This design comes from an exercise in tuning for small area and a short achievable clock period on the open sky130 flow, not from production work. In this exercise RTL edits were held to simulation tests only and were not proved equivalent to the original. No activity file was given, so power comes from the tool's default toggle rates.

==> flow/design.v (excerpt) <==
module MMU #(parameter depth=4, bit_width=8, acc_width=32, size=4)
(
   input          clk,
   input          control,
   input  [31:0]  data_arr,
   input  [31:0]  wt_arr,
   output [127:0] acc_out
);
clock: 7.0 ns
lec_check: 0
cap_margin: 20
core_margin: 2
core_utilization: 40
cts_cluster_diameter: 70
cts_cluster_size: 25
setup_slack_margin: 4.2
slew_margin: 20
standard.sh (not shown) runs the stock make flow with config.mk's settings and CLKGATE_MAP_FILE= SYNTH_SCRIPT=/design/flow/synth_recipe.tcl, a recipe that flattens the netlist after the stock synthesis.
==> flow/flow/run.sh <==
#!/bin/bash
# Layout flow: the standard flow (standard.sh), with one change to
# synthesis: Yosys's synth runs without the quick ABC pass of its fine stage
# (synth -noabc), so that extract_fa meets the full and half adders as the
# RTL writes them and maps them without inverters around them. Registers
# and everything after synthesis are as in the standard flow.
set -euo pipefail
work=$(pwd)
sed 's/yosys synth -nofsm -noshare {\*}\$args/yosys synth -nofsm -noshare -noabc {*}$args/' \
  synth_recipe.tcl > own_synth.tcl
grep -q -- '-noabc' own_synth.tcl
bash standard.sh SYNTH_SCRIPT="$work/own_synth.tcl" finish > standard.log 2>&1
The first run passed the timing, DRC and antenna checks.
Next try:
Settings changed: CTS_CLUSTER_DIAMETER 70 to unset, CTS_CLUSTER_SIZE 25 to unset.
Outcome:
- die area does not change
- design area rose by about 1.2%
- power climbs by about 4.7%
- routed wire length hardly moves
- count of clock-buffer cells in the layout came out higher by 47
- global-route usage hardly moves
- worst setup slack improved by 0.011 ns
- non-clock buffer count came out lower by 3
- final cell count came out higher by 0.65%
Next try:
Settings changed: CORE_UTILIZATION 40 to 60, CTS_CLUSTER_DIAMETER set to 75, CTS_CLUSTER_SIZE set to 28.
Effect: Clock-buffer cell count decreases by 76; worst hold slack gets better by 0.015 ns; synthesized area stays the same; worst setup slack gets worse by 0.024 ns; sequential share of layout area increases by 1.7 points; combinational power decreases by 3.8%; global-route usage increases by 7.1 points; core utilization increases by 20 points; register-to-register slack gets worse by 0.02 ns; sequential cell count is unchanged; die area decreases by 33%.
Next try:
Settings changed: CORE_UTILIZATION 60 to 40, CTS_CLUSTER_DIAMETER 75 to 80, CTS_CLUSTER_SIZE 28 to 32, TNS_END_PERCENT set to 50.
Effect: Power climbs by a few percent. Clock skew came out higher by 0.029 ns. Synthesized area is unchanged. Non-clock buffer count falls by 18. Flip-flop and latch count stays the same. Wire length climbs by a few percent. Hold slack improves by 0.0050 ns. Register-to-register slack stays flat.
Next try:
Settings changed: CORE_UTILIZATION 40 to 70, SETUP_SLACK_MARGIN 4.2 to 4.3, TNS_END_PERCENT 50 to unset.
The new run finished with timing, DRC and antenna clean.
Core utilization increases by 33 points.
Global-route usage increases by 12 points.
Routed wire length decreases by 0.62%.
Design area decreases by about 0.6%.
Synthesized cell count is unchanged.
Clock skew decreases by 0.016 ns.
Setup slack gains 0.058 ns.
Non-clock buffer count increases by 70.
Hold slack loses 0.012 ns.
Next try:
Settings changed: CORE_UTILIZATION 70 to 60, SETUP_SLACK_MARGIN 4.3 to 4.2.
Outcome: The changed run produced a clean layout. Critical path depth stays the same. Global-route usage came out lower by 3.9 points. Count of clock-buffer cells in the layout came out higher by 1. Design area came out lower by 1.4%. Sequential share of layout area came out higher by 0.42 points. Routed wire length came out lower by 2.0%. Setup slack gets worse by 0.0082 ns. Clock skew hardly moves. Area after synthesis is unchanged.

* * *

Starting RTL as in the previous note.
Settings: LEC_CHECK=0, CAP_MARGIN=20, CORE_MARGIN=2, CORE_UTILIZATION=40, CTS_CLUSTER_DIAMETER=70, CTS_CLUSTER_SIZE=25, SETUP_SLACK_MARGIN=4.4, SLEW_MARGIN=20; clock period 7.0 ns.
Scripts as last shown in full above: flow/flow/run.sh
The first run completed with no timing, DRC or antenna violations.
Rerun with:
CORE_UTILIZATION = 70   (was 40)
CTS_CLUSTER_DIAMETER = 80   (was 70)
CTS_CLUSTER_SIZE = 32   (was 25)
SETUP_SLACK_MARGIN = 4.0   (was 4.4)
Via count went down by 1.1%. Area after synthesis does not change. Power decreases by 13%. Die area goes down by 42%. Worst setup slack loses 150 ps.
Rerun with:
CORE_UTILIZATION = 80   (was 70)
SETUP_SLACK_MARGIN = 4.2   (was 4.0)
Global-route usage came out higher by 6.4 points.
Synthesized cell count is unchanged.
Final cell count went down by about 1%.
Area after synthesis stays the same.
Clock-buffer cell count does not change.
Rerun with:
CORE_UTILIZATION = 70   (was 80)
Routed wire length came out lower by roughly a tenth.
Synthesized cell count stays the same.
Global-route usage shrinks by 6.0 points.
Setup slack gets better by 130 ps.
Rerun with:
CORE_UTILIZATION = 40   (was 70)
Global-route usage went down by 11 points.
Wire length went up by 6.2%.
Non-clock buffer count went down by 10.
Cell area went up by 2.7%.
Total power went up by 6.3%.
Synthesized cell count is unchanged.
Setup slack degrades by 75 ps.

* * *

Starting RTL as in the previous note.
Design MMU, start of the top module:
module MMU #(parameter depth=4, bit_width=8, acc_width=32, size=4)
(
   input          clk,
   input          control,
   input  [31:0]  data_arr,
   input  [31:0]  wt_arr,
   output [127:0] acc_out
);
clock: 7.0 ns
lec_check: 0
cap_margin: 20
core_margin: 2
core_utilization: 70
cts_cluster_diameter: 80
cts_cluster_size: 32
setup_slack_margin: 4.1
slew_margin: 20
Scripts as last shown in full above: flow/flow/run.sh
Then changed:
--- a/flow/config.mk
+++ b/flow/config.mk
@@ -7,0 +8 @@
+export ABC_AREA = 1
@@ -10 +11 @@
-export CORE_UTILIZATION = 70
+export CORE_UTILIZATION = 40
@@ -13 +14 @@
-export SETUP_SLACK_MARGIN = 4.1
+export SETUP_SLACK_MARGIN = 4.2
After rerunning: Final cell count goes up by 37%; utilization went down by 31 points; hold slack is worse by 0.023 ns; clock power rises by 35%; global-route usage came out lower by 7.4 points; critical path depth fell by 5.

## what the ideal ports hide
No port has a modelled driver above. Below, the same layouts with a new extraction and two added sets of constraints. Step 1 assumes that a clkbuf_16 drives the clock port and a buf_2 every other input. Step 2 times the ports against the registers' clock, not the clock port: input delays grow and output delays shrink by t, the midpoint of the rising clock arrivals with the driver on. Three values: no drivers, after step 1, after step 2; two values: the first two.
run | t (ns) | setup slack, ns | clock arrival spread, ns
the first run of note 1 | 0.767 | 4.169 / 4.169 / 3.483 | 0.040 / 0.040
the second run of note 1 | 0.795 | 4.180 / 4.178 / 3.505 | 0.049 / 0.049
the third run of note 1 | 0.714 | 4.156 / 4.156 / 3.539 | 0.023 / 0.023
the fourth run of note 1 | 0.740 | 4.131 / 4.161 / 3.422 | 0.059 / 0.059
the fifth run of note 1 | 0.703 | 4.188 / 4.188 / 3.671 | 0.043 / 0.043
the sixth run of note 1 | 0.703 | 4.180 / 4.180 / 3.557 | 0.044 / 0.043
the first run of note 2 | 0.750 | 4.190 / 4.190 / 3.697 | 0.048 / 0.047
the second run of note 2 | 0.700 | 4.038 / 4.000 / 3.381 | 0.038 / 0.038
the third run of note 2 | 0.686 | 4.085 / 4.085 / 3.564 | 0.037 / 0.038
the fourth run of note 2 | 0.701 | 4.214 / 4.214 / 3.548 | 0.037 / 0.038
the fifth run of note 2 | 0.759 | 4.139 / 4.139 / 3.515 | 0.070 / 0.070
the first run of note 3 | 0.701 | 4.117 / 4.117 / 3.494 | 0.020 / 0.020
the second run of note 3 | 0.750 | 4.257 / 4.215 / 3.533 | 0.054 / 0.053
After both steps every run listed still meets setup and hold. For the second run of note 3, which loses most, drivers alone change the setup slack by -0.042 ns; drivers and shift together by -0.724 ns.
